From an optimization exercise on the open Yosys and OpenROAD flow, aimed at small area, a short achievable clock period and few clock cycles; shortcuts taken in it are not production practice. RTL that was checked went through simulation tests only; none was proved equivalent to the original. Only the layout flow was run in run 1; the RTL was not checked for function there.

## flow/design.v (module list and top-level ports; edited modules follow where they fit)
// module PE: 2883 lines
module PE (
	input clk,
	input rst,
	input PE_en,
	input [13-1:0] i_config,
	input [32-1:0] ifmap,
	input [32-1:0] filter,
	input [32-1:0] ipsum,
	input ifmap_valid,
	input filter_valid,
	input ipsum_valid,
	input opsum_ready,
	output reg [32-1:0] opsum,
	output reg ifmap_ready,
	output reg filter_ready,
	output reg ipsum_ready,
	output reg opsum_valid
);
  // ...
==> flow/flow/run.sh <==
#!/bin/bash
# Layout flow: the standard synthesis, then a netlist pass (fapol.py) that
# re-polarises full adders to drop the inverters synthesis leaves between them,
# then the standard ORFS layout with repair_timing asked for extra setup margin.
set -euo pipefail
RES=$PWD/orfs/results/sky130hd/PE/base
LIB=$FLOW_HOME/platforms/sky130hd/lib/sky130_fd_sc_hd__tt_025C_1v80.lib
bash standard.sh synth > synth.log 2>&1
cp $RES/1_2_yosys.v $RES/1_2_yosys.orig.v
python3 flow/fapol.py $LIB $RES/1_2_yosys.orig.v $RES/1_2_yosys.v > fapol.log 2>&1
rm -f $RES/1_synth.odb
bash standard.sh SETUP_SLACK_MARGIN=7.8 TNS_END_PERCENT=100 finish > standard.log 2>&1
==> flow/flow/fapol.py <==
#!/usr/bin/env python3
"""Re-polarise full adders (and simple gates) in a mapped sky130hd netlist.

A full adder is self-dual: FA(~a, ~b, ~c) = (~cout, ~sum).  Yosys' extract_fa
leaves inverters between chained fa cells.  This pass chooses, for every fa
cell, whether it computes the true or the complemented function, and for some
simple gates whether to use the cell or its complement (nand2 <-> and2, ...),
so that as few inverters as possible are needed.  It then removes every
inverter and adds back one inverter per signal whose complement is still
read.  Flip-flops, ports and all other cells keep their function and names.

usage: fapol.py LIBERTY IN.v OUT.v [report]
"""
import re, sys, random, math
from collections import defaultdict, Counter

lib, fin, fout = sys.argv[1:4]
rng = random.Random(1)

# ---- liberty: pin directions and areas
txt = open(lib).read()
pindir, AREA = {}, {}
for chunk in re.split(r'\n\s*cell\s*\(', txt)[1:]:
    nm = re.match(r'\s*"?(\w+)"?', chunk).group(1)
    am = re.search(r'area\s*:\s*([\d.]+)', chunk)
    if am:
        AREA[nm] = float(am.group(1))
    d = {}
    for pm in re.finditer(r'\bpin\s*\(\s*"?(\w+)"?\s*\)\s*\{[^{}]*?direction\s*:\s*"?(\w+)"?', chunk, re.S):
        d[pm.group(1)] = pm.group(2)
    pindir[nm] = d
INV = AREA["sky130_fd_sc_hd__inv_1"]

# ---- netlist
src = open(fin).read()
inst_re = re.compile(r'^  (sky130_fd_sc_hd__\w+)\s+(\\\S+ |\S+)\s*\((.*?)\);\n', re.M | re.S)
pin_re = re.compile(r'\.(\w+)\(\s*(\\\S+ |[^()]*?)\s*\)')
insts = []
for m in inst_re.finditer(src):
    pins = [(p, n.strip()) for p, n in pin_re.findall(m.group(3))]
    insts.append(dict(typ=m.group(1), name=m.group(2), pins=pins, span=m.span()))
if re.search(r'^\s*assign\s', src, re.M):
    sys.exit("fapol: netlist has assign statements; not handled")
outports = set()
for m in re.finditer(r'^\s*output\s+(\[(\d+):(\d+)\]\s+)?(\w+);', src, re.M):
    if m.group(1):
        hi, lo = int(m.group(2)), int(m.group(3))
        for b in range(min(hi, lo), max(hi, lo) + 1):
            outports.add(f"{m.group(4)}[{b}]")
    else:
        outports.add(m.group(4))

def is_inv(t): return re.fullmatch(r'sky130_fd_sc_hd__(inv|clkinv)_\d+', t) is not None
def is_fa(t): return re.fullmatch(r'sky130_fd_sc_hd__fa_\d+', t) is not None

driver = {}
for i, ins in enumerate(insts):
    for p, n in ins['pins']:
        if pindir[ins['typ']].get(p) == 'output' and n:
            driver[n] = (i, p)

def root(n):
    par = 0
    for _ in range(1000):
        if n in driver and is_inv(insts[driver[n][0]]['typ']):
            n = dict(insts[driver[n][0]]['pins'])['A']
            par ^= 1
        else:
            return n, par
    sys.exit("fapol: inverter loop")

cons = defaultdict(list)          # root -> [(inst or None, pin/port, parity)]
for i, ins in enumerate(insts):
    if is_inv(ins['typ']):
        continue
    for p, n in ins['pins']:
        if pindir[ins['typ']].get(p) == 'input' and n and not n.startswith("1'"):
            r, par = root(n)
            cons[r].append((i, p, par))
for n in outports:
    r, par = root(n)
    cons[r].append((None, n, par))

fas = [i for i, ins in enumerate(insts) if is_fa(ins['typ'])]
s = {i: 0 for i in fas}
fa_of_root = {}
for i in fas:
    for p, n in insts[i]['pins']:
        if p in ('SUM', 'COUT'):
            fa_of_root[n] = i
fa_inroots = defaultdict(set)
for r, lst in cons.items():
    for ci, p, par in lst:
        if ci is not None and ci in s:
            fa_inroots[ci].add(r)

COMP = {}
for a, b in [("nand2_1", "and2_1"), ("nor2_1", "or2_1"), ("xor2_1", "xnor2_1"),
             ("nand3_1", "and3_1"), ("nor3_1", "or3_1"), ("a21oi_1", "a21o_1"),
             ("o21ai_0", "o21a_1"), ("a22oi_1", "a22o_1"), ("o22ai_1", "o22a_1"),
             ("mux2i_1", "mux2_1"), ("a211oi_1", "a211o_1"), ("o211ai_1", "o211a_1"),
             ("nand4_1", "and4_1"), ("nor4_1", "or4_1"), ("a31oi_1", "a31o_1"),
             ("o31ai_1", "o31a_1")]:
    COMP["sky130_fd_sc_hd__" + a] = "sky130_fd_sc_hd__" + b
    COMP["sky130_fd_sc_hd__" + b] = "sky130_fd_sc_hd__" + a
gates = {}
for i, ins in enumerate(insts):
    if ins['typ'] in COMP:
        outs = [n for p, n in ins['pins'] if pindir[ins['typ']].get(p) == 'output']
        if len(outs) == 1 and outs[0] in cons:
            gates[i] = outs[0]
g_of_root = {n: i for i, n in gates.items()}
gs = {i: 0 for i in gates}

def pol(r):
    if r in fa_of_root: return s[fa_of_root[r]]
    if r in g_of_root: return gs[g_of_root[r]]
    return 0
def need_inv(r):
    pi = pol(r)
    for ci, p, par in cons[r]:
        if par ^ (s[ci] if (ci is not None and ci in s) else 0) != pi:
            return 1
    return 0
def affected(i):
    rs = set(fa_inroots[i])
    for p, n in insts[i]['pins']:
        if p in ('SUM', 'COUT') and n in cons:
            rs.add(n)
    return rs
def gdelta(i):
    t0 = insts[i]['typ']
    return AREA[COMP[t0]] - AREA[t0]

ninv_old = sum(1 for ins in insts if is_inv(ins['typ']))
before = sum(need_inv(r) for r in cons)

# ---- simulated annealing over fa polarities and gate types
moves = [("f", i) for i in fas] + [("g", i) for i in gates]
cur = before * INV
best_cost, best = cur, (dict(s), dict(gs))
T0, T1, N = 4.0, 0.02, 400000
for step in range(N):
    T = T0 * (T1 / T0) ** (step / N)
    kind, i = moves[rng.randrange(len(moves))]
    if kind == "f":
        rs = affected(i)
        c0 = sum(need_inv(r) for r in rs) * INV
        s[i] ^= 1
        d = sum(need_inv(r) for r in rs) * INV - c0
        if d <= 0 or rng.random() < math.exp(-d / T):
            cur += d
        else:
            s[i] ^= 1
    else:
        r = gates[i]
        c0 = need_inv(r) * INV
        gs[i] ^= 1
        d = need_inv(r) * INV + (gdelta(i) if gs[i] else -gdelta(i)) - c0
        if d <= 0 or rng.random() < math.exp(-d / T):
            cur += d
        else:
            gs[i] ^= 1
    if cur < best_cost - 1e-9:
        best_cost, best = cur, (dict(s), dict(gs))
s, gs = best
for i in gates:
    if gs[i]:
        old_t = insts[i]['typ']; new_t = COMP[old_t]
        oo = [p for p, dd in pindir[old_t].items() if dd == 'output']
        no = [p for p, dd in pindir[new_t].items() if dd == 'output']
        assert len(oo) == 1 and len(no) == 1
        insts[i]['pins'] = [((no[0] if p == oo[0] else p), n) for p, n in insts[i]['pins']]
        assert set(p for p, n in insts[i]['pins']) <= set(pindir[new_t]), (old_t, new_t)
        insts[i]['typ'] = new_t
after = sum(need_inv(r) for r in cons)

# ---- rebuild
def fmt(n):
    return n.rstrip() + ' ' if n.startswith('\\') else n
newinv, newwires = {}, []
def phys(r, want):
    if want == pol(r):
        return r
    if r not in newinv:
        k = len(newinv)
        newinv[r] = f"fapol_n{k}"
        newwires.append((f"fapol_inv{k}", r, f"fapol_n{k}"))
    return newinv[r]
newpins = {}
for r, lst in cons.items():
    for ci, p, par in lst:
        req = par ^ (s[ci] if (ci is not None and ci in s) else 0)
        newpins[(ci, p)] = phys(r, req)

out, pos = [], 0
for i, ins in enumerate(insts):
    a, b = ins['span']
    out.append(src[pos:a]); pos = b
    if is_inv(ins['typ']):
        continue
    pins = [(p, newpins.get((i, p), n)) for p, n in ins['pins']]
    body = ",\n".join(f"    .{p}({fmt(n)})" for p, n in pins)
    out.append(f"  {ins['typ']} {ins['name']} (\n{body}\n  );\n")
tail = src[pos:]
extra = []
for n in sorted(outports):
    pn = newpins[(None, n)]
    if pn != n:
        extra.append(f"  sky130_fd_sc_hd__buf_1 fapol_obuf{len(extra)} (\n    .A({fmt(pn)}),\n    .X({n})\n  );\n")
decl = "".join(f"  wire {w};\n" for _, _, w in newwires)
invs = "".join(f"  sky130_fd_sc_hd__inv_1 {nm} (\n    .A({fmt(r)}),\n    .Y({w})\n  );\n" for nm, r, w in newwires)
res = "".join(out)
hdr_end = res.index(');\n') + 3
res = res[:hdr_end] + decl + res[hdr_end:]
tail = tail.replace("endmodule", invs + "".join(extra) + "endmodule", 1)
open(fout, "w").write(res + tail)
print(f"fapol: {len(fas)} fa cells, {sum(s.values())} flipped; {sum(gs.values())} gates swapped; "
      f"inverters {ninv_old} -> {len(newwires)}, port buffers {len(extra)}; area change "
      f"{(len(newwires) - ninv_old) * INV + sum(gdelta(i) * 0 for i in gates):.0f} um2 (inverters only)")
if len(sys.argv) > 4:
    c = Counter()
    for nm, r, w in newwires:
        t = (insts[driver[r][0]]['typ'][18:] + "." + driver[r][1]) if r in driver else "port"
        kinds = Counter(insts[ci]['typ'][18:] if ci is not None else 'port' for ci, p, par in cons[r])
        c[(t, tuple(sorted(kinds)))] += 1
    for k, v in c.most_common(15): print(v, k)
==> flow/standard.sh <==
#!/bin/bash
# synth_recipe.tcl (not shown) runs the flow's synth.tcl, then flattens the netlist and writes it again
# the make line also repeats each setting of config.mk as NAME=value (left out here)
make -C /OpenROAD-flow-scripts/flow DESIGN_CONFIG=/design/flow/config.mk WORK_HOME=/design/flow/orfs CLKGATE_MAP_FILE= SYNTH_SCRIPT=/design/flow/synth_recipe.tcl "${@:-finish}"
==> flow/config.mk <==
export PLATFORM = sky130hd
export DESIGN_NAME = PE
export DESIGN_NICKNAME = PE
export VERILOG_FILES = /design/flow/design.v
export SDC_FILE = /design/flow/constraint.sdc
export NUM_CORES = 8
export LEC_CHECK = 0
export CAP_MARGIN = 20
export CORE_MARGIN = 2
export CORE_UTILIZATION = 40
export SLEW_MARGIN = 20
==> flow/constraint.sdc <==
create_clock -name core_clock -period 12.0 [get_ports {clk}]
set_input_delay 2.4000 -clock core_clock [delete_from_list [all_inputs] [get_ports {clk}]]
set_output_delay 2.4000 -clock core_clock [all_outputs]
set_load 0.01 [all_outputs]
==> impl_metrics.py, run 1 <==
metrics = {
    "finish": {
        "final_area_um2": 62260,
        "buffers_excl_clock": 199,
        "sh_seq_area": 0.4314,
        "final_cell_mix": "edfxtp_1, fa_1, and3_1",
        "layout.cells.most_common": "edfxtp_1",
        "final_cells": 5837,
        "fillers": 12210,
        "final_util": 0.4539,
        "area_growth_pct": 12.92,
        "inv_count": 151,
    },
    "critical_path": {
        "r2r-end": "ca_6_6$_DFFE_PN_",
        "worst-setup-path-type": "flip-flop to flip-flop",
        "endpoint": "ca_6_6$_DFFE_PN_",
        "cp.depth": 7,
        "worstPathRequired_ns": 12.46,
        "r2r-start": "fsr[44]$_DFF_P_",
        "reg2reg_depth": 7,
        "rrSetupSlack_ns": 7.72,
    },
    "clock_network": {
        "cts_setup_buffers": 2,
        "cts.sinks": 937,
        "cts_tree": "built",
        "clockBufferDepth": 3,
        "ctsResizeCount": 39,
        "cts_buffers": 97,
        "ctsHoldBuffers": 0,
    },
    "route": {
        "wl_met2_um": 78460,
        "top_layer": "met5",
        "firstDrtPassIters": 9,
        "drc": 0,
    },
    "min_path": {
        "min_to": "cb_2_1$_DFFE_PN_",
        "whs_path_depth": 0,
        "hold_path.class": "flip-flop to flip-flop",
    },
    "sta": {
        "hold_viol": 0,
        "finalSetupViolations": 0,
        "worst_slack_ns": 7.725,
    },
    "run_status": {
        "status": "no timing/DRC/antenna violations",
    },
    "floorplan": {
        "die_area_um2": 140800,
        "io_pins": 152,
    },
}
==> inputs of run 2 (changes only) <==
--- a/flow/design.v
+++ b/flow/design.v
@@ -23,21 +23,21 @@
 reg cst;           
 reg [1:0] cp;      
 reg [4:0] ccol;    
 reg [1:0] cq;      
 wire f_fire = filter_valid & filter_ready;
 wire i_fire = ifmap_valid & ifmap_ready;
 wire p_fire = ipsum_valid & ipsum_ready;
 reg vA, lA, vB, lB, olast;
-reg np;                             
+reg [1:0] np;                       
 reg sfull, slast;                   
 reg [31:0] sk_o;
 wire o_take = !opsum_valid | opsum_ready;
-wire hasp = np;
+wire hasp = (np != 2'd0);
 wire c_go = vB & hasp & !sfull;            
 wire adv = !vB | c_go;                     
 wire job_end = opsum_valid & opsum_ready & olast;
 reg [383:0] fmem;
 reg [2:0] kw;      
 reg [1:0] fr;      
 reg fdone;         
 wire [1:0] e_rs = busy ? crs : i_config[11:10];
@@ -60,17 +60,17 @@
 		if (f_rowlast) kw <= kw + 3'd1;
 		if (f_last) fdone <= 1'b1;
 		filter_ready <= !f_last;
 	end else begin
 		filter_ready <= !fdone;
 		kwd <= kw;
 	end
 end
-reg [31:0] q0, q1, q2, q3;
+reg [31:0] q0, q1, q2, q3, q4;
 reg [2:0] nq;
 reg [4:0] ci;      
 reg [1:0] ki;      
 reg idone;         
 reg [3:0] sk0;     
 reg sk1, sk2, sk3;
 reg [11:0] xen;    
 wire [1:0] nout_m1 = cdw ? cq : cp;
@@ -83,55 +83,44 @@
 wire can_issue = busy & !idone & win_ok & filt_ok & fin_ok;
 wire issue = can_issue & adv;
 wire pop = issue & last_in_col & !last_col;
 wire [2:0] nq_pop = pop ? (nq - {2'b0, cst} - 3'd1) : nq;
 wire [31:0] iword = ifmap ^ 32'h80808080;
 always @(posedge clk) begin
 	if (i_fire && nq_pop == 3'd0) q0 <= iword; else if (pop) q0 <= cst ? q2 : q1;
 	if (i_fire && nq_pop == 3'd1) q1 <= iword; else if (pop) q1 <= cst ? q3 : q2;
-	if (i_fire && nq_pop == 3'd2) q2 <= iword; else if (pop && !cst) q2 <= q3;
-	if (i_fire && nq_pop == 3'd3) q3 <= iword;
+	if (i_fire && nq_pop == 3'd2) q2 <= iword; else if (pop) q2 <= cst ? q4 : q3;
+	if (i_fire && nq_pop == 3'd3) q3 <= iword; else if (pop) q3 <= q4;
+	if (i_fire && nq_pop == 3'd4) q4 <= iword;
 end
 wire [2:0] nq_next = nq_pop + {2'b0, i_fire};
-reg [31:0] p0;
-wire np_next = (np & !c_go) | p_fire;
-wire vB_next = adv ? vA : vB;
-wire sfull_next = !o_take & (sfull | c_go);
-wire c_go_next = vB_next & np_next & !sfull_next;
-wire adv_n = !vB_next | c_go_next;
-wire [1:0] ki_n = issue ? (last_in_col ? 2'd0 : ki + 2'd1) : ki;
-wire [4:0] ci_n = (issue & last_in_col & !last_col) ? ci + 5'd1 : ci;
-wire idone_n = idone | (issue & last_in_col & last_col);
-wire fdone_n = fdone | (f_fire & f_last);
-wire lic_n = (ki_n == nout_m1);
-wire lc_n = (ci_n == ccol);
-wire win_ok_n = (nq_next > {1'b0, crs}) & (!lic_n | lc_n | !cst | (nq_next >= 3'd2));
-wire filt_ok_n = cdw ? (kw != 3'd0) : (kw > {1'b0, ki_n});
-wire fin_ok_n = !(lic_n & lc_n) | fdone_n;
-wire pop_n = busy & !job_end & !idone_n & win_ok_n & filt_ok_n & fin_ok_n & adv_n & lic_n & !lc_n;
 always @(posedge clk or posedge rst) begin
 	if (rst) begin
 		nq <= 3'd0; ifmap_ready <= 1'b0;
 	end else if (job_end) begin
 		nq <= 3'd0; ifmap_ready <= 1'b1;
 	end else begin
 		nq <= nq_next;
-		ifmap_ready <= (nq_next != 3'd4) | pop_n;
+		ifmap_ready <= (nq_next != 3'd5);
 	end
 end
+reg [31:0] p0, p1;
+wire [1:0] np_go = np - {1'b0, c_go};
+wire [1:0] np_next = np_go + {1'b0, p_fire};
 always @(posedge clk) begin
-	if (p_fire) p0 <= ipsum;
+	if (p_fire && np_go == 2'd0) p0 <= ipsum; else if (c_go) p0 <= p1;
+	if (p_fire && np_go == 2'd1) p1 <= ipsum;
 end
 always @(posedge clk or posedge rst) begin
 	if (rst) begin
-		np <= 1'b0; ipsum_ready <= 1'b0;
+		np <= 2'd0; ipsum_ready <= 1'b0;
 	end else begin
 		np <= np_next;
-		ipsum_ready <= !np_next | c_go_next;
+		ipsum_ready <= (np_next != 2'd2);
 	end
 end
 always @(posedge clk or posedge rst) begin
 	if (rst) begin
 		busy <= 1'b0;
 		cdw <= 1'b0; crs <= 2'd0; cst <= 1'b0; cp <= 2'd0; ccol <= 5'd0; cq <= 2'd0;
 		ci <= 5'd0; ki <= 2'd0; idone <= 1'b0;
 		sk0 <= 4'd0; sk1 <= 1'b0; sk2 <= 1'b0; sk3 <= 1'b0; xen <= 12'd0;
--- a/flow/flow/run.sh
+++ b/flow/flow/run.sh
@@ -4,9 +4,9 @@
 # then the standard ORFS layout with repair_timing asked for extra setup margin.
 set -euo pipefail
 RES=$PWD/orfs/results/sky130hd/PE/base
 LIB=$FLOW_HOME/platforms/sky130hd/lib/sky130_fd_sc_hd__tt_025C_1v80.lib
 bash standard.sh synth > synth.log 2>&1
 cp $RES/1_2_yosys.v $RES/1_2_yosys.orig.v
 python3 flow/fapol.py $LIB $RES/1_2_yosys.orig.v $RES/1_2_yosys.v > fapol.log 2>&1
 rm -f $RES/1_synth.odb
-bash standard.sh SETUP_SLACK_MARGIN=7.8 TNS_END_PERCENT=100 finish > standard.log 2>&1
+bash standard.sh SETUP_SLACK_MARGIN=7.5 TNS_END_PERCENT=100 finish > standard.log 2>&1
==> impl_metrics.py, run 2 <==
metrics = {
    "synthesis": {
        "synthCells": 4016,
        "synth_area_um2": 58000,
        "syn_nets": 4945,
        "synth-warning-count": 1,
        "avgSynthCellArea_um2": 14.44,
    },
    "critical_path": {
        "endpoint": "q3[4]$_DFFE_PP_",
        "critPathMaxFanout": 34,
        "r2r-start": "xen[8]$_DFFE_PP0P_",
        "worstPathRequired_ns": 12.40,
        "rrSetupSlack_ns": 7.62,
        "end_kind": "flip-flop",
        "worst-setup-path-type": "input port to flip-flop",
        "cp-start-kind": "input port",
        "critPathLaunch": "ifmap_valid",
        "reg2reg_depth": 9,
        "r2r-end": "ca_6_6$_DFFE_PN_",
        "arrival_ns": 4.80,
    },
    "clock_network": {
        "h-tree-depth": 3,
        "cts_buffers": 105,
        "cts_tree": "built",
        "clockBufferDepth": 3,
        "cts.sinks": 1002,
        "clk_pin_slew_ns": 0.06,
        "ctsHoldBuffers": 0,
        "clk-insertion-delay-late_ns": 0.76,
        "ctsRootBufferMaster": "clkbuf_16",
    },
    "finish": {
        "final_cell_mix": "edfxtp_1, fa_1, nand3_1",
        "largest_reg_flops": 384,
        "fin_nets": 5065,
        "fillers": 12740,
        "top_regs": "fmem (384), fsr (96)",
        "final_cells": 6134,
        "top_register": "fmem",
        "layout-drive-gt1-share": 0.1263,
        "layout.cells.most_common": "edfxtp_1",
        "area_growth_pct": 12.75,
    },
    "min_path": {
        "whs_path_depth": 0,
        "hold_path.class": "flip-flop to flip-flop",
    },
    "route": {
        "vias": 34930,
        "vias_per_cell": 5.695,
        "first_iter_violations": 3335,
        "firstDrtPassIters": 5,
        "drc": 0,
        "wl_per_cell_um": 28.61,
        "drtAntennaViolNets": 0,
        "wl_um": 175500,
    },
    "floorplan": {
        "initial_utilization": 0.4033,
        "fp-row-count": 139,
        "fp.coreArea_um2": 143800,
        "die_area_um2": 148100,
        "die_height_um": 384.8,
        "io_pins": 152,
        "die_w_um": 384.8,
    },
    "run": {
        "max_cap_violations": 0,
    },
    "place": {
        "portBuffers": 151,
        "place_congestion": 1.093,
        "dp.cells": 5925,
        "post-dp-hpwl_um": 134900,
    },
    "global_route": {
        "grt.overflow.total": 0,
        "grt_max_degree": 80,
        "grt_antenna_before_repair": 11,
        "grt_pass1_wl_um": 252100,
        "first_global_vias": 36190,
        "grtUsageTotal": 0.2387,
    },
    "sta": {
        "rsz0062_at_grt": "false",
        "maxSlewHeadroom": 0.3610,
        "fmax_ghz": 0.2272,
        "fin_setup_tns_ns": 0,
        "fin_crit_ns": 4.401,
        "period_share": 0.3668,
        "fin_worst_skew_ns": 0.06498,
        "drv_slew": 0,
        "finalSetupViolations": 0,
        "worst_pin_slew_ns": 0.9585,
        "finalHoldWorstSlack_ns": 0.4209,
        "hold_viol": 0,
    },
    "run_status": {
        "status": "no timing/DRC/antenna violations",
    },
}
==> run 2: repair_timing <==
item / CTS / global route
setup buffers: 3 / 0
endpoints found under the setup margin: 350 / 128
cloned: 3 / 1
resized for setup: 4 / 8
pin swaps: 2 / 1
==> run 2: per-layer routing <==
metal,vias to the layer above,global-route usage,share of wire
li1,14550,-,-
met1,18230,0.3183,0.41
met2,1733,0.3602,0.44
met3,415,0.07710,0.11
met4,12,0.09881,0.045
met5,-,0,0.00050
==> run 2: worst min path at each step <==
stage / from / to / slack [ns]
6_report: ca_0_0$_DFFE_PN_ / cb_0_0$_DFFE_PN_ / 0.42
5_1_grt: ca_4_3$_DFFE_PN_ / cb_4_0$_DFFE_PN_ / 0.43
4_1_cts: ca_4_3$_DFFE_PN_ / cb_4_0$_DFFE_PN_ / 0.42
3_5_place_dp: ca_2_0$_DFFE_PN_ / cb_2_0$_DFFE_PN_ / 0.41
3_3_place_gp: ca_0_0$_DFFE_PN_ / cb_0_0$_DFFE_PN_ / 0.40
2_1_floorplan: ca_0_0$_DFFE_PN_ / cb_0_0$_DFFE_PN_ / 0.40
==> run 2: cell type report <==
cell class / count / area, µm² / share of cell area
diodes: 4 / 10.01 / 0.0001531
clock buffers: 144 / 2927 / 0.04475
clock inverters: 54 / 578.1 / 0.008839
inverters: 191 / 718.2 / 0.01098
multi-input cells: 2628 / 28000 / 0.4281
flip-flops and latches: 1002 / 28810 / 0.4405
well taps: 1903 / 2381 / 0.03641
repair buffers: 208 / 1978 / 0.03025
==> run 2: worst max-delay path: stages <==
cell and delay, ns:
clkdlybuf4s50_1 0.46, nand2_1 0.40, inv_1 0.31, nand3_4 0.61, nand2b_4 0.58
==> run 2: stage by stage <==
step	area, µm²	util	setup slack, ns
global route	65390	0.4546	7.501
floorplan	58240	-	6.099
global placement	61770	0.4294	6.130
CTS	65350	0.4544	7.554
detailed placement	61770	0.4295	6.654
finish	65400	0.4547	7.599
Testbench counts of run 2, summed over its fixed seeds: cycles 9,840.
==> inputs of run 3 (changes only) <==
--- a/flow/flow/run.sh
+++ b/flow/flow/run.sh
@@ -9,4 +9,4 @@
 cp $RES/1_2_yosys.v $RES/1_2_yosys.orig.v
 python3 flow/fapol.py $LIB $RES/1_2_yosys.orig.v $RES/1_2_yosys.v > fapol.log 2>&1
 rm -f $RES/1_synth.odb
-bash standard.sh SETUP_SLACK_MARGIN=7.5 TNS_END_PERCENT=100 finish > standard.log 2>&1
+bash standard.sh SETUP_SLACK_MARGIN=8.5 TNS_END_PERCENT=100 finish > standard.log 2>&1
==> impl_metrics.py, run 3 <==
metrics = {
    "run_status": {
        "status": "no timing/DRC/antenna violations",
    },
    "critical_path": {
        "slowest_stage": "fa_2",
        "end_kind": "flip-flop",
        "worstPathCellList": "buf_12, and2_4, and2_4, fa_2, fa_2, fa_2, fa_2, fa_2",
        "r2r-start": "xen[1]$_DFFE_PP0P_",
        "max_stage_delay_ns": 0.64,
        "critPathMaxFanout": 6,
        "rrSetupSlack_ns": 8.04,
        "endpoint": "ca_6_6$_DFFE_PN_",
        "critPathLaunch": "xen[1]$_DFFE_PP0P_",
        "worstPathRequired_ns": 12.48,
        "worst-setup-path-type": "flip-flop to flip-flop",
        "path_common_cell": "fa_2",
        "cp-start-kind": "flip-flop",
        "reg2reg_depth": 8,
        "arrival_ns": 4.44,
        "r2r-end": "ca_6_6$_DFFE_PN_",
    },
    "synthesis": {
        "synth_area_um2": 58000,
        "synth-warning-count": 1,
        "syn_nets": 4945,
        "avgSynthCellArea_um2": 14.44,
        "synthCells": 4016,
    },
    "finish": {
        "top_register": "fmem",
        "multi_input_area_um2": 31120,
        "area_growth_pct": 26.17,
        "layout.cells.most_common": "edfxtp_1",
        "fillers": 11970,
        "fin_nets": 5373,
        "seqCellArea_um2": 28910,
        "largest_reg_flops": 384,
        "final_util": 0.5088,
        "layout-drive-gt1-share": 0.3936,
        "top_regs": "fmem (384), fsr (96)",
        "final_cell_mix": "edfxtp_1, fa_2, nand3_1",
    },
    "clock_network": {
        "cts_tree": "built",
        "h-tree-depth": 3,
        "clk-insertion-delay-late_ns": 0.76,
        "ctsRootBufferMaster": "clkbuf_16",
        "cts_buffers": 102,
        "ctsHoldBuffers": 0,
        "cts.sinks": 1002,
        "clk_pin_slew_ns": 0.06,
        "clockBufferDepth": 3,
    },
    "floorplan": {
        "io_pins": 152,
        "die_area_um2": 148100,
        "fp.coreArea_um2": 143800,
        "die_height_um": 384.8,
        "fp-row-count": 139,
        "initial_utilization": 0.4033,
        "die_w_um": 384.8,
    },
    "sta": {
        "finalSetupViolations": 0,
        "worst_pin_slew_ns": 1.011,
        "fin_crit_ns": 3.963,
        "rsz0062_at_grt": "true",
        "period_share": 0.3303,
        "hold_viol": 0,
        "worst_slack_ns": 8.037,
        "fin_setup_tns_ns": 0,
        "fmax_ghz": 0.2523,
        "drv_slew": 0,
        "maxSlewHeadroom": 0.3262,
        "fin_worst_skew_ns": 0.06227,
    },
    "route": {
        "vias": 37850,
        "firstDrtPassIters": 6,
        "wl_per_cell_um": 31.87,
        "drc": 0,
        "drtAntennaViolNets": 0,
        "vias_per_cell": 5.883,
        "wl_um": 205100,
        "first_iter_violations": 3879,
    },
    "place": {
        "post-dp-hpwl_um": 135400,
        "place_congestion": 0.9977,
        "portBuffers": 151,
        "post-place-ws_ns": 6.685,
    },
    "global_route": {
        "grt_antenna_before_repair": 14,
        "grt_pass1_wl_um": 283300,
        "first_global_vias": 39170,
        "grt_max_degree": 89,
        "grtUsageTotal": 0.2720,
        "grt.overflow.total": 0,
    },
    "min_path": {
        "hold_path.class": "flip-flop to flip-flop",
        "min-delay-start": "ca_4_3$_DFFE_PN_",
    },
    "run": {
        "max_cap_violations": 0,
    },
}
## run 3: metal layers
layer  share of wire  GRT usage  vias to the layer above
li1                -          -                    15210
met1            0.37     0.3403                    19590
met2            0.45     0.4212                     2261
met3            0.10    0.07973                      782
met4           0.075     0.1579                        8
met5         0.00036          0                        -
## run 3: final cells by class
class,count,share of cell area
Antenna cell,3,0.0001026
Clock buffer,130,0.03786
Clock inverter,58,0.009302
Inverter,191,0.009849
Multi-Input combinational cell,2647,0.4252
Sequential cell,1002,0.3950
Tap cell,1903,0.03254
Timing Repair Buffer,500,0.09008
## run 3: worst min path at each step
stage | end | slack (ns) | depth (start not counted)
after detailed placement | cb_2_1$_DFFE_PN_ | 0.40 | 0
after global routing | cb_2_1$_DFFE_PN_ | 0.43 | 0
after CTS | cb_2_1$_DFFE_PN_ | 0.42 | 0
after floorplan | cb_0_0$_DFFE_PN_ | 0.40 | 0
final | cb_4_0$_DFFE_PN_ | 0.42 | 0
after global placement | cb_4_0$_DFFE_PN_ | 0.40 | 0
## run 3: critical path: cells and delay by family, from the launching register on
| family | cells | cell delay [ns] |
|---|---|---|
| and+or+nand+nor | 2 | 0.40 |
| buffers and inverters | 1 | 0.15 |
| adders and majority gates | 5 | 2.57 |
| DFF | 1 | 0.55 |
## run 3: timing repair
item,4_1_cts,5_1_grt
resized for setup,959,325
setup endpoints to repair,1106,902
setup buffers,203,57
cloned,58,18
pin swaps,370,299
## run 3: metrics by stage
stage	hold WS, ns	cell area [µm²]	std cells
final	0.4203	73180	6434
after global routing	0.4284	73170	6433
after CTS	0.4210	71010	6356
after detailed placement	0.4045	61900	5907
after global placement	0.4031	61900	5907
after floorplan	0.4003	58860	4016
==> inputs of run 4 (changes only) <==
--- a/flow/flow/run.sh
+++ b/flow/flow/run.sh
@@ -9,4 +9,4 @@
 cp $RES/1_2_yosys.v $RES/1_2_yosys.orig.v
 python3 flow/fapol.py $LIB $RES/1_2_yosys.orig.v $RES/1_2_yosys.v > fapol.log 2>&1
 rm -f $RES/1_synth.odb
-bash standard.sh SETUP_SLACK_MARGIN=8.5 TNS_END_PERCENT=100 finish > standard.log 2>&1
+bash standard.sh SETUP_SLACK_MARGIN=8 TNS_END_PERCENT=100 finish > standard.log 2>&1
==> impl_metrics.py, run 4 <==
metrics = {
    "floorplan": {
        "die_area_um2": 148100,
        "initial_utilization": 0.4033,
        "fp-row-count": 139,
        "die_height_um": 384.8,
        "io_pins": 152,
        "die_w_um": 384.8,
        "fp.coreArea_um2": 143800,
    },
    "sta": {
        "fin_crit_ns": 3.985,
        "period_share": 0.3320,
        "worst_pin_slew_ns": 1.040,
        "fin_worst_skew_ns": 0.06500,
        "fmax_ghz": 0.2510,
        "drv_slew": 0,
        "rsz0062_at_grt": "true",
        "hold_viol": 0,
        "maxSlewHeadroom": 0.3065,
        "fin_setup_tns_ns": 0,
        "finalSetupViolations": 0,
    },
    "synthesis": {
        "synthCells": 4016,
        "synth-warning-count": 1,
        "avgSynthCellArea_um2": 14.44,
        "syn_nets": 4945,
        "synth_area_um2": 58000,
    },
    "run": {
        "max_cap_violations": 0,
    },
    "finish": {
        "top_register": "fmem",
        "area_growth_pct": 15.85,
        "final_util": 0.4672,
        "largest_reg_flops": 384,
        "fin_nets": 5174,
        "layout-drive-gt1-share": 0.1801,
        "fillers": 12610,
        "layout.cells.most_common": "edfxtp_1",
        "final_cell_mix": "edfxtp_1, fa_1, nand3_1",
        "top_regs": "fmem (384), fsr (96)",
    },
    "critical_path": {
        "arrival_ns": 4.45,
        "worstPathRequired_ns": 12.47,
        "path_common_cell": "fa_1",
        "reg2reg_depth": 7,
        "slowest_stage": "edfxtp_1",
        "critPathMaxFanout": 8,
        "end_kind": "flip-flop",
        "worst-setup-path-type": "flip-flop to flip-flop",
        "worstPathCellList": "nand3_1, fa_1, inv_1, fa_1, fa_1, fa_1, fa_1",
        "max_stage_delay_ns": 0.84,
        "cp-start-kind": "flip-flop",
    },
    "global_route": {
        "grt_antenna_before_repair": 12,
        "grtUsageTotal": 0.2460,
        "first_global_vias": 36530,
        "grt_max_degree": 169,
        "grt.overflow.total": 0,
        "grt_pass1_wl_um": 258800,
    },
    "route": {
        "firstDrtPassIters": 6,
        "first_iter_violations": 3693,
        "wl_per_cell_um": 29.73,
        "drc": 0,
        "drtAntennaViolNets": 0,
        "wl_um": 185400,
        "vias": 36050,
        "vias_per_cell": 5.780,
    },
    "clock_network": {
        "cts_buffers": 103,
        "clockBufferDepth": 3,
        "clk-insertion-delay-late_ns": 0.77,
        "cts_tree": "built",
        "cts.sinks": 1002,
        "clk_pin_slew_ns": 0.06,
        "ctsRootBufferMaster": "clkbuf_16",
        "ctsHoldBuffers": 0,
        "h-tree-depth": 3,
    },
    "run_status": {
        "status": "no timing/DRC/antenna violations",
    },
    "place": {
        "place_congestion": 1.036,
        "portBuffers": 151,
        "post-dp-hpwl_um": 135900,
    },
    "min_path": {
        "whs_path_depth": 0,
        "hold_path.class": "flip-flop to flip-flop",
    },
}
## run 4: critical path: cells and delay by family, from the launching register on
| kind | cells | cell delay, ns |
|---|---|---|
| adders and majority gates | 5 | 2.53 |
| DFF | 1 | 0.84 |
| and+or+nand+nor | 1 | 0.22 |
| buffers and inverters | 1 | 0.06 |
## run 4: routing by layer
layer  up-vias  wire, µm  global-route usage
li1      14770         -                   -
met1     18770     73240              0.3347
met2      1996     83010              0.3744
met3       500     19150             0.06176
met4        10      9891              0.1079
met5         -        78                   0
## run 4: stage by stage
step	hold slack, ns	area [µm²]	cells	setup WS, ns
after floorplan	0.4003	58260	4016	6.099
after detailed placement	0.4045	61760	5921	6.702
after global placement	0.4026	61750	5921	6.223
after global routing	0.4286	67190	6234	7.917
final	0.4190	67190	6236	8.015
after CTS	0.4230	66270	6189	8.001
## run 4: cell type report
cell class,instances,area (µm²),area share
Sequential cell,1002,28870,0.4297
Multi-Input combinational cell,2629,28370,0.4221
Timing Repair Buffer,318,3521,0.05240
Clock buffer,140,2796,0.04162
Tap cell,1903,2381,0.03543
Inverter,191,720.7,0.01073
Clock inverter,51,531.8,0.007914
Antenna cell,2,5.005,0.00007448
## run 4: final timing paths
check / startpoint / to / slack [ns]
setup reg to reg: q0[23]$_DFFE_PP_ / ca_15_3$_DFFE_PN_ / 8.02
hold / removal: ca_4_3$_DFFE_PN_ / cb_4_0$_DFFE_PN_ / 0.42
hold reg to reg: ca_4_3$_DFFE_PN_ / cb_4_0$_DFFE_PN_ / 0.42
setup / recovery: q0[23]$_DFFE_PP_ / ca_15_3$_DFFE_PN_ / 8.02
max in group asynchronous: rst / cst$_DFFE_PP0P_ / 9.02
min in group asynchronous: rst / olast$_DFFE_PP0N_ / 2.28
## run 4: repair_timing
action / in CTS / in global routing
resized for setup: 172 / 113
setup endpoints to repair: 584 / 335
pin swaps: 13 / 29
cloned: 8 / 10
buffers inserted: 69 / 35
==> inputs of run 5 (changes only) <==
--- a/flow/config.mk
+++ b/flow/config.mk
@@ -5,7 +5,7 @@
 export SDC_FILE = /design/flow/constraint.sdc
 export NUM_CORES = 8
 export LEC_CHECK = 0
-export CAP_MARGIN = 20
+export CAP_MARGIN = 5
 export CORE_MARGIN = 2
 export CORE_UTILIZATION = 40
-export SLEW_MARGIN = 20
+export SLEW_MARGIN = 5
==> impl_metrics.py, run 5 <==
metrics = {
    "run_status": {
        "status": "no timing/DRC/antenna violations",
    },
    "critical_path": {
        "r2r-start": "fsr[9]$_DFF_P_",
        "arrival_ns": 4.48,
        "critPathLaunch": "fsr[9]$_DFF_P_",
        "rrSetupSlack_ns": 7.98,
        "critPathMaxFanout": 8,
        "worstPathRequired_ns": 12.46,
        "reg2reg_depth": 7,
        "worst-setup-path-type": "flip-flop to flip-flop",
        "r2r-end": "ca_4_3$_DFFE_PN_",
        "end_kind": "flip-flop",
        "cp-start-kind": "flip-flop",
    },
    "min_path": {
        "min-delay-start": "ca_4_3$_DFFE_PN_",
        "hold_path.class": "flip-flop to flip-flop",
        "whs_path_depth": 0,
        "min_to": "cb_4_0$_DFFE_PN_",
    },
    "place": {
        "dp.cells": 5921,
        "portBuffers": 151,
        "place_congestion": 1.036,
        "post-dp-hpwl_um": 136000,
        "placed_area_um2": 61750,
    },
    "finish": {
        "fillers": 12610,
        "layout.cells.most_common": "edfxtp_1",
        "area_growth_pct": 16.09,
        "final_cell_mix": "edfxtp_1, fa_1, nand3_1",
        "multi_input_area_um2": 28360,
        "seqCellArea_um2": 28860,
        "final_cells": 6235,
        "fin_nets": 5168,
        "largest_reg_flops": 384,
        "top_regs": "fmem (384), fsr (96)",
        "final_area_um2": 67330,
        "layout-drive-gt1-share": 0.1798,
        "top_register": "fmem",
    },
    "global_route": {
        "grtUsageTotal": 0.2481,
        "grt.overflow.total": 0,
        "first_global_vias": 36580,
        "grt_max_degree": 169,
        "grt_pass1_wl_um": 260800,
        "grt_antenna_before_repair": 15,
    },
    "clock_network": {
        "ctsRootBufferMaster": "clkbuf_16",
        "ctsHoldBuffers": 0,
        "cts_buffers": 104,
        "cts_tree": "built",
        "clk_pin_slew_ns": 0.06,
        "cts.sinks": 1002,
        "clk-insertion-delay-late_ns": 0.76,
        "clockBufferDepth": 3,
        "h-tree-depth": 3,
    },
    "run": {
        "max_cap_violations": 0,
    },
    "floorplan": {
        "die_w_um": 384.8,
        "fp-row-count": 139,
        "io_pins": 152,
        "initial_utilization": 0.4033,
        "fp.coreArea_um2": 143800,
        "die_height_um": 384.8,
        "die_area_um2": 148100,
    },
    "synthesis": {
        "synth_area_um2": 58000,
        "syn_nets": 4945,
        "synthCells": 4016,
        "synth-warning-count": 1,
        "avgSynthCellArea_um2": 14.44,
    },
    "route": {
        "first_iter_violations": 3887,
        "wl_um": 186900,
        "wl_per_cell_um": 29.98,
        "drc": 0,
        "vias_per_cell": 5.791,
        "firstDrtPassIters": 6,
        "drtAntennaViolNets": 0,
        "vias": 36100,
    },
    "sta": {
        "finalSetupViolations": 0,
        "fmax_ghz": 0.2489,
        "worst_pin_slew_ns": 0.9779,
        "maxSlewHeadroom": 0.3481,
        "fin_crit_ns": 4.017,
        "fin_worst_skew_ns": 0.05529,
        "fin_setup_tns_ns": 0,
        "rsz0062_at_grt": "true",
        "period_share": 0.3348,
        "drv_slew": 0,
        "hold_viol": 0,
    },
}
## run 5: worst max-delay path by stage
stage                           to
6_report          ca_4_3$_DFFE_PN_
5_1_grt        opsum[25]$_DFFE_PN_
4_1_cts         ca_10_10$_DFFE_PN_
3_5_place_dp      q3[14]$_DFFE_PP_
3_3_place_gp      q3[14]$_DFFE_PP_
2_1_floorplan      q1[0]$_DFFE_PP_
## run 5: area by class of cell
type,instances,area share
multi-input cells,2629,0.4212
repair buffers,311,0.05384
inverters,191,0.01070
flip-flops and latches,1002,0.4287
clock buffers,138,0.04129
well taps,1903,0.03536
clock inverters,55,0.008660
diodes,6,0.0002230
## run 5: timing repair
action                                  in CTS  in global routing
buffers inserted                            59                 35
gates cloned                                 9                 12
resized for setup                          176                109
pin swaps                                   19                 25
endpoints found under the setup margin     585                321
## run 5: metal layers
layer  global-route usage  up-vias  routed length (µm)
li1                     -    14740                   -
met1               0.3366    18850               74160
met2               0.3797     1961               82870
met3              0.06202      542               19110
met4               0.1069        9               10710
met5                    0        -                  72
## run 5: metrics by stage
stage,utilization,setup WS (ns),hold WS [ns]
floorplan,-,6.099,0.4003
global placement,0.4293,6.223,0.4026
detailed placement,0.4293,6.177,0.4054
CTS,0.4611,7.957,0.4191
global route,0.4680,7.885,0.4261
finish,0.4681,7.983,0.4176
## run 5: worst max-delay path, stage by stage, from the launching register on
cell and delay [ns]:
dfxtp_1 0.80, nand3_1 0.24, fa_1 0.52, fa_1 0.56
fa_1 0.46, fa_1 0.58, inv_1 0.07, fa_1 0.48

-- re-timing with driven ports --
The results above use ideal ports. As a check the final layouts listed here were re-extracted and re-timed, cells and wires unchanged.
Step 1 (the two cells are an assumption about what drives the block):
set clk [get_ports {clk}]
set_driving_cell -lib_cell sky130_fd_sc_hd__clkbuf_16 $clk
set_driving_cell -lib_cell sky130_fd_sc_hd__buf_2 [delete_from_list [all_inputs] $clk]
Step 2, shift: input delay + t, output delay - t, t = (earliest + latest rising clock arrival at the registers) / 2. This alone moves slack from input paths to output paths.
a / b / c = ideal ports / drivers / drivers and shift; a / b = the first two.
run	t (ns)	setup slack, ns	pins driven straight from the clock port
run 1	0.795	7.725 / 7.725 / 7.168	1
run 2	0.815	7.599 / 7.621 / 6.841	1
run 3	0.812	8.037 / 8.037 / 7.742	1
run 4	0.816	8.015 / 8.015 / 7.277	1
run 5	0.821	7.983 / 7.983 / 7.278	1
After both steps setup and hold are still met in every run listed. The setup slack of run 2, which loses most, moves by +0.022 ns with the drivers and by -0.758 ns with both steps.
